From an optimization exercise on the open Yosys and OpenROAD flow, aimed at small area and a short achievable clock period; shortcuts taken in it are not production practice. The clock port is modelled as an ideal driver, which makes a skipped or thinned clock tree look cheaper than it is; a real chip needs a root buffer or a tree. Power and IR drop assume default switching activity.

// hb_task_queue_top
module hb_task_queue_top (
    input  logic        clk,
    input  logic        reset,             
    input  logic        push_req,
    input  logic [31:0] data_in,
    input  logic        pop_req,
    output logic        full,
    output logic        valid_out,
    output logic [31:0] data_out,
    input  logic        consumer_ready,
    output logic        dist_out_valid,
    output logic [31:0] dist_out_data,
    output logic [1:0]  grant_out,
    output logic [1:0]  served_bank
);
Size in the first run: ~1,200 cells after synthesis, about 590 flip-flops, roughly 110 I/O pins.
Settings: LEC_CHECK=0, CAP_MARGIN=20, CORE_MARGIN=2, CORE_UTILIZATION=60, PLACE_DENSITY=0.72, SETUP_SLACK_MARGIN=2.1, SLEW_MARGIN=20, SYNTH_HIERARCHICAL=1, SYNTH_MINIMUM_KEEP_SIZE=0; clock period 3.6 ns.
standard.sh (not shown) runs the stock make flow with config.mk's settings and CLKGATE_MAP_FILE= SYNTH_SCRIPT=/design/flow/synth_recipe.tcl, a recipe that flattens the netlist after the stock synthesis.
==> flow/flow/run.sh <==
#!/bin/bash
# Own layout flow: the standard ORFS flow, with two changes:
#  - the clock tree is built by flow/pre_cts.tcl (two inverter levels) in
#    place of TritonCTS;
#  - every port gets a buf_1 as its port buffer.
# Each ORFS step writes its full log under orfs/logs/; make's own output goes
# to flow_make.log in the work folder.
set -euo pipefail
W=$(pwd)
bash standard.sh \
  PRE_CTS_TCL="$W/flow/pre_cts.tcl" \
  BUFFER_PORTS_ARGS="-buffer_cell sky130_fd_sc_hd__buf_1" \
  finish > "$W/flow_make.log" 2>&1
Other scripts of this flow, unchanged in this note and not shown: flow/flow/mtree.tcl, flow/flow/pre_cts.tcl
Change:
--- a/flow/flow/run.sh
+++ b/flow/flow/run.sh
@@ -2 +2,3 @@
-# Own layout flow: the standard ORFS flow, with two changes:
+# Own layout flow: the standard ORFS flow, with three changes:
+#  - before global routing, flow/pre_grt.tcl strengthens the drivers of
+#    nets with many loads;
@@ -11,0 +14 @@
+  PRE_GLOBAL_ROUTE_TCL="$W/flow/pre_grt.tcl" \
==> flow/flow/pre_grt.tcl (new file) <==
# Sourced by ORFS's global_route.tcl before global routing
# (PRE_GLOBAL_ROUTE_TCL): the driver of every signal net with 20 or more
# loads is made strong (buffers to buf_12, flip-flops to dfxtp_4), then the
# placement is legalized again. The timing repair that follows global
# routing starts from these.
set block [ord::get_db_block]
set up {
  sky130_fd_sc_hd__buf_1 sky130_fd_sc_hd__buf_12
  sky130_fd_sc_hd__buf_2 sky130_fd_sc_hd__buf_12
  sky130_fd_sc_hd__buf_4 sky130_fd_sc_hd__buf_12
  sky130_fd_sc_hd__buf_6 sky130_fd_sc_hd__buf_12
  sky130_fd_sc_hd__buf_8 sky130_fd_sc_hd__buf_12
  sky130_fd_sc_hd__dfxtp_1 sky130_fd_sc_hd__dfxtp_4
  sky130_fd_sc_hd__dfxtp_2 sky130_fd_sc_hd__dfxtp_4
}
set n 0
foreach net [$block getNets] {
  if {[$net getSigType] ne "SIGNAL"} { continue }
  set loads 0
  set drv ""
  foreach it [$net getITerms] {
    if {[$it isOutputSignal]} { set drv [$it getInst] } else { incr loads }
  }
  if {$drv eq "" || $loads < 20} { continue }
  set m [[$drv getMaster] getName]
  if {[dict exists $up $m]} {
    $drv swapMaster [[ord::get_db] findMaster [dict get $up $m]]
    incr n
  }
}
puts "pre_grt: upsized $n drivers"
detailed_placement
- SETUP_SLACK_MARGIN: 2.1 -> 2.0
Register-to-register slack gains 0.06 ns.
Wire length shrinks by 1.7%.
Final area shrinks by 2.0%.
Hold slack hardly moves.
Sequential cell count is unchanged.
Die area stays the same.
Change:
- SETUP_SLACK_MARGIN: 2.0 -> 2.1
After rerunning:
- fmax stays flat
- wire length grows by about 3%
- worst hold slack barely changes
- clock skew shrinks by 0.0051 ns
- power grows by about 0.7%
Change:
--- a/flow/flow/pre_grt.tcl
+++ b/flow/flow/pre_grt.tcl
@@ -27 +27 @@
-    $drv swapMaster [[ord::get_db] findMaster [dict get $up $m]]
+    replace_cell $drv [dict get $up $m]
- SETUP_SLACK_MARGIN: 2.1 -> 2.0
=> The new run ended with an error in global routing (5_1_grt); area after synthesis does not change; synthesized cell count is unchanged.
Function was not checked in any run of this note: the RTL went through the layout flow alone. In the first, second and third runs of this note the design's own scripts or RTL, not TritonCTS, make the clock network.

[port drivers added, routing unchanged]
Ports are ideal in the flow. The routed layouts listed here were re-timed in OpenROAD. Step 1: set_driving_cell puts a clkbuf_16 on clk and a buf_2 on each other input, an assumption about the parent block. Step 2, shift: input delay + t, output delay - t, t = (earliest + latest rising clock arrival at the registers) / 2. This alone moves slack from input paths to output paths. Three values: no drivers, after step 1, after step 2; two values: the first two.
run	t, ns	setup slack, ns	worst register clock-pin slew, ns
the first run	0.395	1.963 / 1.801 / 1.700	0.10 / 0.10
the second run	0.389	1.972 / 1.810 / 1.584	0.10 / 0.10
the third run	0.393	1.968 / 1.807 / 1.690	0.10 / 0.10
After both steps setup and hold are still met in every run listed. For the second run, which loses most, drivers alone change the setup slack by -0.162 ns; drivers and shift together by -0.388 ns.
